Background: an optimization exercise with open tools, aiming at small area, a short achievable clock period and few clock cycles. Do not read the settings as production practice.
Function was checked by simulation only, so behaviour that the tests miss may differ from the original.

==> flow/design.v <==
module JAM (
input CLK,
input RST,
output reg [2:0] W,
output reg [2:0] J,
input [6:0] Cost,
output reg [3:0] MatchCount,
output reg [9:0] MinCost,
output reg Valid );
localparam P_COL = 3'd0, P_ROW = 3'd1, P_INS = 3'd2, P_INIT = 3'd3, P_DFS = 3'd4, P_DONE = 3'd5;
reg [2:0]  phase;
reg [6:0]  colm [0:7];    
reg [2:0]  lid  [0:7];    
reg [6:0]  lrm  [0:7];    
reg [2:0]  lam  [0:7];    
reg [2:0]  lkey [0:7];    
reg [6:0]  crm;
reg [2:0]  cam;
reg [2:0]  ckey;
reg [7:0]  Lh;            
reg [10:0] P0;            
reg [10:0] P [1:6];       
reg [2:0]  job [0:6];     
reg [7:0]  U;             
reg [6:0]  hm;            
reg [6:0]  T;             
reg        adv;           
reg [11:0] G;             
reg [6:0]  cmJ;           
integer k;
wire [6:0] cm  = colm[J];
wire [6:0] d2  = Cost - cm;
wire [6:0] nc  = (W == 3'd0 || Cost < cm) ? Cost : cm;
wire       lt2 = (J == 3'd0 || d2 < crm);
wire       eq2 = (d2 == crm);
wire [2:0] ins_id = W - 3'd1;
reg  [7:0] gt;
always @(*) begin
    for (k = 0; k < 8; k = k + 1)
        gt[k] = (k >= ins_id) || (lkey[k] > ckey);
end
wire do_ins = (phase == P_ROW && J == 3'd0 && W != 3'd0) || (phase == P_INS);
wire [7:0] Lup = {Lh[6:0], 1'b0};      
reg  [6:0] rm1;                        
reg  [2:0] na, ca, wup;                
always @(*) begin
    rm1 = 7'd0; na = 3'd0; ca = 3'd0; wup = 3'd0;
    for (k = 0; k < 8; k = k + 1) begin
        rm1 = rm1 | ({7{Lup[k]}} & lrm[k]);
        na  = na  | ({3{Lup[k]}} & lam[k]);
        wup = wup | ({3{Lup[k]}} & lid[k]);
        ca  = ca  | ({3{Lh[k]}}  & lam[k]);
    end
end
wire [11:0] thr = G + {5'd0, cmJ};
wire thr_neg = thr[11];
wire thr_big = |thr[10:7];
wire ok   = !adv && !thr_neg && (thr_big || Cost <= thr[6:0]);
wire less = !thr_neg && (thr_big || Cost < thr[6:0]);
wire leaf = Lh[7];
wire push = ok && !leaf;
wire better = leaf && ok && less;
wire [7:0] candN  = ~U & ~(8'd1 << ca) & ((J == ca) ? 8'hff : (8'hfe << J));
reg  [2:0] nxt; reg has_nxt;
always @(*) begin
    has_nxt = 1'b0; nxt = 3'd0;
    for (k = 7; k >= 0; k = k - 1)
        if (candN[k]) begin has_nxt = 1'b1; nxt = k; end
end
wire [7:0] freeP = ~(U | (8'd1 << J));
reg  [2:0] first;
always @(*) begin
    first = 3'd0;
    for (k = 7; k >= 0; k = k - 1)
        if (freeP[k]) first = k;
    if (freeP[na]) first = na;
end
reg  [6:0] lowerT;     
reg  [6:0] Tn;         
always @(*) begin
    for (k = 0; k < 7; k = k + 1)
        lowerT[k] = (k < 6) ? |(T >> (k + 1)) : 1'b0;
    Tn = 7'd0;
    for (k = 0; k < 7; k = k + 1)
        if (hm[k] && lowerT[k]) Tn = 7'd1 << k;
end
wire any = |T;
reg  [2:0] tj, ta, tw;    
reg  [10:0] Pt;           
reg  [7:0] Ut;            
always @(*) begin
    tj = 3'd0; ta = 3'd0; tw = 3'd0; Ut = 8'd0;
    for (k = 0; k < 7; k = k + 1) begin
        tj = tj | ({3{T[k]}} & job[k]);
        ta = ta | ({3{T[k]}} & lam[k]);
        tw = tw | ({3{T[k]}} & lid[k]);
        Ut = Ut | ({8{lowerT[k]}} & (8'd1 << job[k]));
    end
    Pt = {11{T[0]}} & P0;
    for (k = 1; k < 7; k = k + 1)
        Pt = Pt | ({11{T[k]}} & P[k]);
end
wire [7:0] candP = ~Ut & ~(8'd1 << ta) & ((tj == ta) ? 8'hff : (8'hfe << tj));
reg  [2:0] pnxt;
always @(*) begin
    pnxt = 3'd0;
    for (k = 7; k >= 0; k = k - 1)
        if (candP[k]) pnxt = k;
end
function [23:0] csa;    
    input [11:0] x, y, z;
    begin
        csa[11:0]  = x ^ y ^ z;
        csa[23:12] = {(x[10:0] & y[10:0]) | (x[10:0] & z[10:0]) | (y[10:0] & z[10:0]), 1'b0};
    end
endfunction
wire [11:0] e_cm   = {5'd0, cmJ};
wire [11:0] e_rm1  = {5'd0, rm1};
wire [11:0] n_cost = ~{5'd0, Cost};
wire [11:0] n_min  = ~{2'd0, MinCost};
wire [23:0] gp1 = csa(G, e_cm, e_rm1);
wire [23:0] gp2 = csa(gp1[11:0], gp1[23:12], n_cost);
wire [11:0] g_push = gp2[11:0] + gp2[23:12] + 12'd1;
wire [23:0] pp3 = csa(gp2[11:0], gp2[23:12], n_min);
wire [11:0] p_push = pp3[11:0] + pp3[23:12] + 12'd2;
wire [23:0] lc1 = csa({2'd0, MinCost}, ~G, ~e_cm);
wire [23:0] lc2 = csa(lc1[11:0], lc1[23:12], {5'd0, Cost});
wire [11:0] leafsum = lc2[11:0] + lc2[23:12] + 12'd2;
wire [9:0]  leafcost = leafsum[9:0];
wire [11:0] g_pop   = {Pt[10], Pt} + {2'd0, MinCost};
reg  [10:0] Pc;
always @(*) begin
    Pc = {11{Lh[0]}} & P0;
    for (k = 1; k < 7; k = k + 1)
        Pc = Pc | ({11{Lh[k]}} & P[k]);
end
wire [11:0] g_adv   = {Pc[10], Pc} + {2'd0, MinCost};
always @(posedge CLK) begin
    if (phase == P_COL) colm[J] <= nc;
    if (phase == P_ROW) begin
        if (lt2) begin
            crm <= d2;
            cam <= J;
            ckey <= 3'd0;
        end else if (eq2) begin
            cam <= J;
            ckey <= ckey + 3'd1;
        end
    end
    if (do_ins) begin
        for (k = 0; k < 8; k = k + 1)
            if (gt[k]) begin
                if (k > 0 && gt[k - 1]) begin
                    lid[k]  <= lid[k - 1];
                    lrm[k]  <= lrm[k - 1];
                    lam[k]  <= lam[k - 1];
                    lkey[k] <= lkey[k - 1];
                end else begin
                    lid[k]  <= ins_id;
                    lrm[k]  <= crm;
                    lam[k]  <= cam;
                    lkey[k] <= ckey;
                end
            end
    end
    if (phase == P_DFS && push) begin
        for (k = 0; k < 7; k = k + 1)
            if (Lh[k]) begin
                job[k] <= J;
                hm[k] <= has_nxt;
            end
        for (k = 1; k < 7; k = k + 1)
            if (Lup[k]) P[k] <= p_push[10:0];
    end
end
always @(posedge CLK or posedge RST) begin
    if (RST) begin
        phase <= P_COL;
        W <= 3'd0;
        J <= 3'd0;
        Lh <= 8'd1;
        T <= 7'd0;
        U <= 8'd0;
        adv <= 1'b0;
        G <= 12'd0;
        cmJ <= 7'd0;
        P0 <= 11'd0;
        MinCost <= 10'd1023;
        MatchCount <= 4'd0;
        Valid <= 1'b0;
    end else begin
        case (phase)
        P_COL: begin
            {J, W} <= {J, W} + 6'd1;
            if (W == 3'd7 && J == 3'd7) phase <= P_ROW;
        end
        P_ROW: begin
            if (W == 3'd0) P0 <= P0 - {4'd0, cm};
            else if (J == 3'd0) P0 <= P0 - {4'd0, crm};
            {W, J} <= {W, J} + 6'd1;
            if (W == 3'd7 && J == 3'd7) phase <= P_INS;
        end
        P_INS: begin
            P0 <= P0 - {4'd0, crm};
            phase <= P_INIT;
        end
        P_INIT: begin
            P0 <= P0 + {4'd0, lrm[0]};
            G <= 12'd1023 + {P0[10], P0} + {5'd0, lrm[0]};
            cmJ <= colm[lam[0]];
            W <= lid[0];
            J <= lam[0];
            phase <= P_DFS;
        end
        P_DFS: begin
            adv <= 1'b0;
            if (better) begin
                MinCost <= leafcost;
                MatchCount <= 4'd1;
            end else if (leaf && ok)
                MatchCount <= MatchCount + 4'd1;
            if (push) begin
                U <= U | (8'd1 << J);
                Lh <= Lup;
                if (has_nxt) T <= Lh[6:0];
                W <= wup;
                J <= first;
                G <= g_push;
                cmJ <= colm[first];
            end else if (has_nxt && !leaf) begin
                J <= nxt;
                cmJ <= colm[nxt];
                if (adv) G <= g_adv;
            end else if (!any) begin
                phase <= P_DONE;
                Valid <= 1'b1;
            end else begin
                Lh <= {1'b0, T};
                T <= Tn;
                W <= tw;
                U <= Ut;
                if (better) begin
                    J <= tj;
                    adv <= 1'b1;
                end else begin
                    J <= pnxt;
                    G <= g_pop;
                    cmJ <= colm[pnxt];
                end
            end
        end
        default: ;
        endcase
    end
end
endmodule
clock: 8.0 ns
lec_check: 0
cap_margin: 20
core_margin: 2
core_utilization: 40
setup_slack_margin: 3.5
slew_margin: 20
run.sh (not shown) runs the stock make flow with config.mk's settings and CLKGATE_MAP_FILE= SYNTH_SCRIPT=/design/flow/synth_recipe.tcl, a recipe that flattens the netlist after the stock synthesis.
Testbench counts at the start, summed over its fixed seeds: cycles 4,969.
Then changed:
--- a/flow/design.v
+++ b/flow/design.v
@@ -20,13 +20,12 @@
 reg [7:0]  Lh;            
 reg [10:0] P0;            
 reg [10:0] P [1:6];       
 reg [2:0]  job [0:6];     
 reg [7:0]  U;             
 reg [6:0]  hm;            
-reg [6:0]  T;             
 reg        adv;           
 reg [11:0] G;             
 reg [6:0]  cmJ;           
 integer k;
 wire [6:0] cm  = colm[J];
 wire [6:0] d2  = Cost - cm;
@@ -72,22 +71,27 @@
 always @(*) begin
     first = 3'd0;
     for (k = 7; k >= 0; k = k - 1)
         if (freeP[k]) first = k;
     if (freeP[na]) first = na;
 end
+reg  [7:0] below;      
+reg  [6:0] T;          
 reg  [6:0] lowerT;     
-reg  [6:0] Tn;         
-always @(*) begin
+reg        any;
+always @(*) begin
+    for (k = 0; k < 8; k = k + 1) begin
+        below[k] = 1'b0;
+        if (k < 7) below[k] = |(Lh >> (k + 1));
+    end
+    T = 7'd0; any = 1'b0;
+    for (k = 0; k < 7; k = k + 1)
+        if (hm[k] && below[k]) begin T = 7'd1 << k; any = 1'b1; end
     for (k = 0; k < 7; k = k + 1)
         lowerT[k] = (k < 6) ? |(T >> (k + 1)) : 1'b0;
-    Tn = 7'd0;
-    for (k = 0; k < 7; k = k + 1)
-        if (hm[k] && lowerT[k]) Tn = 7'd1 << k;
-end
-wire any = |T;
+end
 reg  [2:0] tj, ta, tw;    
 reg  [10:0] Pt;           
 reg  [7:0] Ut;            
 always @(*) begin
     tj = 3'd0; ta = 3'd0; tw = 3'd0; Ut = 8'd0;
     for (k = 0; k < 7; k = k + 1) begin
@@ -104,40 +108,17 @@
 reg  [2:0] pnxt;
 always @(*) begin
     pnxt = 3'd0;
     for (k = 7; k >= 0; k = k - 1)
         if (candP[k]) pnxt = k;
 end
-function [23:0] csa;    
-    input [11:0] x, y, z;
-    begin
-        csa[11:0]  = x ^ y ^ z;
-        csa[23:12] = {(x[10:0] & y[10:0]) | (x[10:0] & z[10:0]) | (y[10:0] & z[10:0]), 1'b0};
-    end
-endfunction
-wire [11:0] e_cm   = {5'd0, cmJ};
-wire [11:0] e_rm1  = {5'd0, rm1};
-wire [11:0] n_cost = ~{5'd0, Cost};
-wire [11:0] n_min  = ~{2'd0, MinCost};
-wire [23:0] gp1 = csa(G, e_cm, e_rm1);
-wire [23:0] gp2 = csa(gp1[11:0], gp1[23:12], n_cost);
-wire [11:0] g_push = gp2[11:0] + gp2[23:12] + 12'd1;
-wire [23:0] pp3 = csa(gp2[11:0], gp2[23:12], n_min);
-wire [11:0] p_push = pp3[11:0] + pp3[23:12] + 12'd2;
-wire [23:0] lc1 = csa({2'd0, MinCost}, ~G, ~e_cm);
-wire [23:0] lc2 = csa(lc1[11:0], lc1[23:12], {5'd0, Cost});
-wire [11:0] leafsum = lc2[11:0] + lc2[23:12] + 12'd2;
-wire [9:0]  leafcost = leafsum[9:0];
+wire [11:0] g_push  = thr + {5'd0, rm1} - {5'd0, Cost};
+wire [11:0] p_push  = thr + {5'd0, rm1} - {2'd0, MinCost} - {5'd0, Cost};
 wire [11:0] g_pop   = {Pt[10], Pt} + {2'd0, MinCost};
-reg  [10:0] Pc;
-always @(*) begin
-    Pc = {11{Lh[0]}} & P0;
-    for (k = 1; k < 7; k = k + 1)
-        Pc = Pc | ({11{Lh[k]}} & P[k]);
-end
-wire [11:0] g_adv   = {Pc[10], Pc} + {2'd0, MinCost};
+wire [11:0] g_better = {Pt[10], Pt} + {2'd0, MinCost} - thr + {5'd0, Cost};
+wire [9:0]  leafcost = MinCost - thr[9:0] + {3'd0, Cost};
 always @(posedge CLK) begin
     if (phase == P_COL) colm[J] <= nc;
     if (phase == P_ROW) begin
         if (lt2) begin
             crm <= d2;
             cam <= J;
@@ -176,13 +157,12 @@
 always @(posedge CLK or posedge RST) begin
     if (RST) begin
         phase <= P_COL;
         W <= 3'd0;
         J <= 3'd0;
         Lh <= 8'd1;
-        T <= 7'd0;
         U <= 8'd0;
         adv <= 1'b0;
         G <= 12'd0;
         cmJ <= 7'd0;
         P0 <= 11'd0;
         MinCost <= 10'd1023;
@@ -219,32 +199,30 @@
                 MatchCount <= 4'd1;
             end else if (leaf && ok)
                 MatchCount <= MatchCount + 4'd1;
             if (push) begin
                 U <= U | (8'd1 << J);
                 Lh <= Lup;
-                if (has_nxt) T <= Lh[6:0];
                 W <= wup;
                 J <= first;
                 G <= g_push;
                 cmJ <= colm[first];
             end else if (has_nxt && !leaf) begin
                 J <= nxt;
                 cmJ <= colm[nxt];
-                if (adv) G <= g_adv;
             end else if (!any) begin
                 phase <= P_DONE;
                 Valid <= 1'b1;
             end else begin
                 Lh <= {1'b0, T};
-                T <= Tn;
                 W <= tw;
                 U <= Ut;
                 if (better) begin
                     J <= tj;
                     adv <= 1'b1;
+                    G <= g_better;
                 end else begin
                     J <= pnxt;
                     G <= g_pop;
                     cmJ <= colm[pnxt];
                 end
             end
Result: Maximum frequency goes down by 11%; count of clock-buffer cells in the layout goes up by 6; non-clock buffer count rose by 21; cell area increases by 1.8%; sequential share of layout area came out lower by 1.1 points; sequential cell count decreases by 6; synthesized area fell by 0.61%; via count goes down by 0.65%; setup slack degrades by 0.61 ns; core utilization is higher by 1.0 points; register-to-register slack is worse by 0.61 ns; wire length came out lower by 0.77%.
Testbench counts after the change, summed over its fixed seeds: cycles 4,969.

[what the ideal ports hide]
How much do the figures lean on ideal ports? The routed layouts below were timed once more, with nothing changed but the port constraints.
Step 1, drivers: a clkbuf_16 drives CLK and a buf_2 each remaining input, both assumed.
Step 2 also shifts input and output timing later by t, the mid clock arrival at the registers, as if the neighbouring blocks saw the same clock.
Slacks: no drivers / after step 1 / after step 2; pairs: no drivers / after step 1.
run	t, ns	setup WS [ns]	worst setup path after step 2	slew at the worst register clock pin (ns)	worst slew at a driven data input, ns
the first run	0.647	2.950 / 2.950 / 2.649	input to register	0.07 / 0.07	0.04
the second run	0.657	2.342 / 2.342 / 2.342	register to register	0.06 / 0.06	0.03
After both steps every run listed still meets setup and hold. For the first run, which loses most, drivers alone change the setup slack by 0.000 ns; drivers and shift together by -0.301 ns.
